What follows belongs to an exercise in optimizing a design on an open flow for small area, a short achievable clock period and few clock cycles per item; a production flow would make more cautious choices.
In this exercise RTL edits were held to simulation tests only and were not proved equivalent to the original.

==> flow/design.v (excerpt) <==
module fp_carpma(
    input clk_i, rst_i, en_i,
    input [31:0] x1_i, x2_i,
    output [31:0] sonuc_o,
    output done_o
    );
==> flow/config.mk <==
export PLATFORM = sky130hd
export DESIGN_NAME = fp_carpma
export DESIGN_NICKNAME = fp_carpma
export VERILOG_FILES = /design/flow/design.v
export SDC_FILE = /design/flow/constraint.sdc
export NUM_CORES = 4
export LEC_CHECK = 0
export ABC_AREA = 1
export CAP_MARGIN = 20
export CORE_MARGIN = 2
export CORE_UTILIZATION = 40
export PLACE_DENSITY = 0.8
export SETUP_SLACK_MARGIN = 4.75
export SLEW_MARGIN = 20
==> flow/constraint.sdc <==
create_clock -name core_clock -period 10.0 [get_ports {clk_i}]
set_input_delay 2.0000 -clock core_clock [delete_from_list [all_inputs] [get_ports {clk_i}]]
set_output_delay 2.0000 -clock core_clock [all_outputs]
set_load 0.01 [all_outputs]
standard.sh (not shown) runs the stock make flow with config.mk's settings and CLKGATE_MAP_FILE= SYNTH_SCRIPT=/design/flow/synth_recipe.tcl, a recipe that flattens the netlist after the stock synthesis.
==> flow/flow/run.sh <==
#!/bin/bash
set -uo pipefail
export BUFFER_PORTS_ARGS="-buffer_cell sky130_fd_sc_hd__buf_1"
export SYNTH_ARGS="-noabc"
bash standard.sh > flow.log 2>&1
The baseline completed with no timing, DRC or antenna violations.
Testbench counts at the start, summed over its fixed seeds: cycles 7,192, items 2,400.
Rerun with:
- CAP_MARGIN: 20 -> 0
- PLACE_DENSITY: 0.8 -> not set
- SLEW_MARGIN: 20 -> 0
The changed run completed without violations. Sequential cell count stays the same. Setup slack gets better by 0.20 ns. Count of clock-buffer cells in the layout came out lower by 1. Global-route usage barely changes. Wire length came out lower by about 3.4%. Synthesized cell count is unchanged. Die area stays the same. Sequential share of layout area hardly moves.

* * *

Another version of the RTL of fp_carpma (not shown whole).
Size: roughly 71 flip-flops, ~100 I/O pins, ~11000 um2 of cells after synthesis.
Design fp_carpma, start of the top module:
module fp_carpma(
    input clk_i, rst_i, en_i,
    input [31:0] x1_i, x2_i,
    output [31:0] sonuc_o,
    output done_o
    );
clock: 10.0 ns
lec_check: 0
abc_area: 1
cap_margin: 20
core_margin: 2
core_utilization: 40
setup_slack_margin: 4.5
slew_margin: 20
==> flow/flow/run.sh <==
#!/bin/bash
set -uo pipefail
export BUFFER_PORTS_ARGS="-buffer_cell sky130_fd_sc_hd__buf_4"
export SYNTH_ARGS="-noabc"
bash standard.sh > flow.log 2>&1
The first run produced a clean layout.
Testbench counts at the start, summed over its fixed seeds: cycles 7,192, items 2,400.
Rerun with:
==> flow/flow/run.sh (replaced) <==
#!/bin/bash
set -uo pipefail
export BUFFER_PORTS_ARGS="-buffer_cell sky130_fd_sc_hd__buf_1"
export SYNTH_ARGS="-noabc"
bash standard.sh > flow.log 2>&1
- SETUP_SLACK_MARGIN: 4.5 -> 4.75
Result: Register-to-register slack gets better by 0.12 ns; die area is unchanged; core utilization goes up by 0.31 points; clock skew stays flat; non-clock buffer count increases by 11; critical path depth does not change; final area increases by 0.68%; synthesized area does not change; wire length increases by 0.95%.

* * *

v58:
Starting RTL as in the previous note.
==> flow/config.mk <==
export PLATFORM = sky130hd
export DESIGN_NAME = fp_carpma
export DESIGN_NICKNAME = fp_carpma
export VERILOG_FILES = /design/flow/design.v
export SDC_FILE = /design/flow/constraint.sdc
export NUM_CORES = 4
export LEC_CHECK = 0
export ABC_AREA = 1
export CAP_MARGIN = 20
export CORE_MARGIN = 2
export CORE_UTILIZATION = 40
export SETUP_SLACK_MARGIN = 4.5
export SLEW_MARGIN = 20
==> flow/constraint.sdc <==
create_clock -name core_clock -period 10.0 [get_ports {clk_i}]
set_input_delay 2.0000 -clock core_clock [delete_from_list [all_inputs] [get_ports {clk_i}]]
set_output_delay 2.0000 -clock core_clock [all_outputs]
set_load 0.01 [all_outputs]
==> flow/flow/run.sh <==
#!/bin/bash
set -uo pipefail
export BUFFER_PORTS_ARGS="-buffer_cell sky130_fd_sc_hd__buf_2"
export SYNTH_ARGS="-noabc"
bash standard.sh > flow.log 2>&1
v58: full flow OK, the timing, design-rule and antenna checks passed
Testbench counts of v58, summed over its fixed seeds: cycles 7,192, items 2,400.
#### Input delta (v35 over v58)
==> flow/flow/run.sh <==
#!/bin/bash
# The standard layout (the standard.sh, unchanged synthesis and steps), except
# that the port buffers use sky130_fd_sc_hd__buf_4 instead of the cell that
# buffer_ports picks by default (a slow delay buffer).
set -uo pipefail
export BUFFER_PORTS_ARGS="-buffer_cell sky130_fd_sc_hd__buf_4"
bash standard.sh > flow.log 2>&1
Notes after the runs:
- When the final numbers for v35 and v58 were put side by side, the routed wire length turned out to be greater in v35.
- Compared with v58, v35 has less setup slack.
- Min post-detailed-route wirelength per cell across v35 and v58: v35
- Higher part of the cycle the worst path needs among v35 and v58: v35
- v35 ends up with a met1 track demand over resource that is 1.0 points lower than in v58.
- v35 against v58: post-synthesis share of cell area spent on full adders, half adders and majority gates saw a decrease; global-route track usage on met2 lower; fmax lost 1.5 MHz.
- v35: final design area excluding fillers is 13% higher than what v58 reported.
- v58 reports its commonest non-fill, non-tap cell in the layout as sky130_fd_sc_hd__nand2_1 while v35 reports sky130_fd_sc_hd__inv_1.
- Footprint of the multi-input gates (v35 vs. v58) increases by a little under 10%
Setup changes, v35 to v51
Settings: swapping 4.5 for 4 in SETUP_SLACK_MARGIN.
### Flow results
v51: full flow OK, the timing, design-rule and antenna checks passed
Per the comparison of v51 with v35, hold slack now sits at about the same level, sum of routed wire length over all layers now sits lower, first-pass GRT wire length now sits lower, sequential share of layout area now sits higher.
Looking at worst reg-to-reg path cell count across v51 and v35, the one that comes out higher is v35.
v35 ended up with more cell instances than v51 did.
Summary: with v35 as the reference, via count in v51 moved down by a few percent.
Going from v35 to v51, the buffer and inverter count on the worst path was found to have gone down by 3.

* * *

== lane 1 ==
fp_carpma with an RTL version that a note above also has.
Size: about 1,400 cells after synthesis, roughly 71 flip-flops, about 100 I/O pins, ~11,000 sq um of cells after synthesis.
clock: 10.0 ns
lec_check: 0
abc_area: 1
cap_margin: 20
core_margin: 2
core_utilization: 40
cts_cluster_diameter: 80
cts_cluster_size: 40
setup_slack_margin: 4.75
slew_margin: 20
==> flow/flow/run.sh <==
#!/bin/bash
set -uo pipefail
export BUFFER_PORTS_ARGS="-buffer_cell sky130_fd_sc_hd__buf_1"
export SYNTH_ARGS="-noabc"
bash standard.sh > flow.log 2>&1
Lane 1 | status: complete | timing, DRC, antenna: pass
Testbench counts of lane 1, summed over its fixed seeds: cycles 7,192, items 2,400.
[inputs] lane 5 vs lane 1
- CTS_CLUSTER_DIAMETER no longer set, was 80
- CTS_CLUSTER_SIZE no longer set, was 40
Notes after the runs:
As far as final cell area excluding filler cells goes, lane 1 and lane 5 are indistinguishable; the numbers are identical.
Lane 5 -> lane 1: cts-stage hold buffer count delta 0, exact match
Delta (lane 5 minus lane 1): clock tree buffer count of the final layout shows no meaningful change, multi-input combinational gate total held, post-route clock period utilization has remained practically unchanged.
Number of clock sinks seen by CTS came out exactly the same in lane 1 and lane 5.
Diff lane 1..lane 5 | number of non-clock buffers in the layout | unchanged

* * *

## birch
fp_carpma again, from the RTL that the note above started with.
clock: 10.0 ns
lec_check: 0
cap_margin: 20
core_margin: 2
core_utilization: 40
setup_slack_margin: 4.75
slew_margin: 20
Scripts as last shown in full above: flow/flow/run.sh
birch | stages: all done | timing, DRC, antenna: all pass
Testbench counts of birch, summed over its fixed seeds: cycles 7,192, items 2,400.
diff inputs: birch => oak
- SETUP_SLACK_MARGIN now 5, was 4.75
## What came out
On routed length on met1: oak sits above birch.
The post-layout minimum cycle time of oak is lower than that of birch.
birch -> oak: placed wire-length estimate after detailed placement increased by a few percent

* * *

== P ==
RTL: one of the versions met above, not the one the previous note started from.
Size in the first run: about 1400 cells after synthesis, ~71 flip-flops, about 100 I/O pins, about 0.011 sq mm of cells after synthesis.
Design fp_carpma, start of the top module:
module fp_carpma(
    input clk_i, rst_i, en_i,
    input [31:0] x1_i, x2_i,
    output [31:0] sonuc_o,
    output done_o
    );
export LEC_CHECK = 0
export ABC_AREA = 1
export CAP_MARGIN = 20
export CORE_MARGIN = 2
export CORE_UTILIZATION = 40
export SETUP_SLACK_MARGIN = 4.5
export SLEW_MARGIN = 20
create_clock -name core_clock -period 10.0 [get_ports {clk_i}]
Scripts as last shown in full above: flow/flow/run.sh
Testbench counts of P, summed over its fixed seeds: cycles 7,192, items 2,400.
--- input diff P..Q ---
==> flow/flow/run.sh <==
#!/bin/bash
# The standard layout (the standard.sh, unchanged synthesis and steps), except
# that the port buffers use sky130_fd_sc_hd__buf_4 instead of the cell that
# buffer_ports picks by default (a slow delay buffer), and Yosys maps the
# logic without its early ABC pass (SYNTH_ARGS=-noabc), so that the full adders
# are found in the equations as written.
set -uo pipefail
export BUFFER_PORTS_ARGS="-buffer_cell sky130_fd_sc_hd__buf_4"
export SYNTH_ARGS="-noabc"
bash standard.sh > flow.log 2>&1
--- outcome ---
The final layout from Q, which completed every stage, passed the timing, design-rule and antenna checks at the end of the flow. P: PASS, flow complete, no timing, DRC or antenna violations. Changes observed in Q relative to P: final setup slack of the worst path went down 35 ps. Looking at quantity of gates resized following cts, Q sits 5 above P. Sum of routed wire length over all layers, Q and P: larger value in Q. Q vs P, capture point of the worst path: c_q[13]$_DFF_P_ vs c_q[20]$_DFF_P_.

-- afterwards: timing with drivers on the ports --
Ports are ideal in the flow. The routed layouts listed here were re-timed in OpenROAD.
Step 1: set_driving_cell puts a clkbuf_16 on clk_i and a buf_2 on each other input, an assumption about the parent block.
Step 2, shift: input delay + t, output delay - t, t = (earliest + latest rising clock arrival at the registers) / 2. This alone moves slack from input paths to output paths.
a / b / c = ideal / step 1 / step 2; a / b = the first two.
run	t, ns	setup WS [ns]	worst hold slack (ns)	worst setup path at the end	cell pins on the clock port's net
the first run of note 1	0.379	4.678 / 4.697 / 4.318	0.744 / 0.744 / 0.744	input to register	1
the second run of note 1	0.380	4.874 / 4.888 / 4.508	0.796 / 0.796 / 0.796	input to register	1
the first run of note 2	0.393	4.586 / 4.604 / 4.211	0.479 / 0.479 / 0.479	input to register	1
the second run of note 2	0.386	4.742 / 4.745 / 4.359	0.475 / 0.475 / 0.475	input to register	1
v58	0.389	4.603 / 4.605 / 4.216	0.477 / 0.477 / 0.477	input to register	1
v35	0.379	4.560 / 4.573 / 4.194	0.461 / 0.461 / 0.461	input to register	1
v51	0.376	4.108 / 4.121 / 3.746	0.459 / 0.459 / 0.459	input to register	1
lane 1	0.380	4.874 / 4.888 / 4.508	0.796 / 0.796 / 0.796	input to register	1
lane 5	0.380	4.874 / 4.888 / 4.508	0.796 / 0.796 / 0.796	input to register	1
birch	0.394	4.711 / 4.663 / 4.557	0.682 / 0.682 / 0.682	input to register	1
oak	0.398	4.767 / 4.721 / 4.692	0.666 / 0.666 / 0.666	input to register	1
P	0.388	4.621 / 4.645 / 4.257	0.473 / 0.473 / 0.473	input to register	1
Q	0.393	4.586 / 4.604 / 4.211	0.479 / 0.479 / 0.479	input to register	1
After both steps setup and hold are still met in every run listed. The setup slack of v58, which loses most, moves by +0.002 ns with the drivers and by -0.387 ns with both steps.
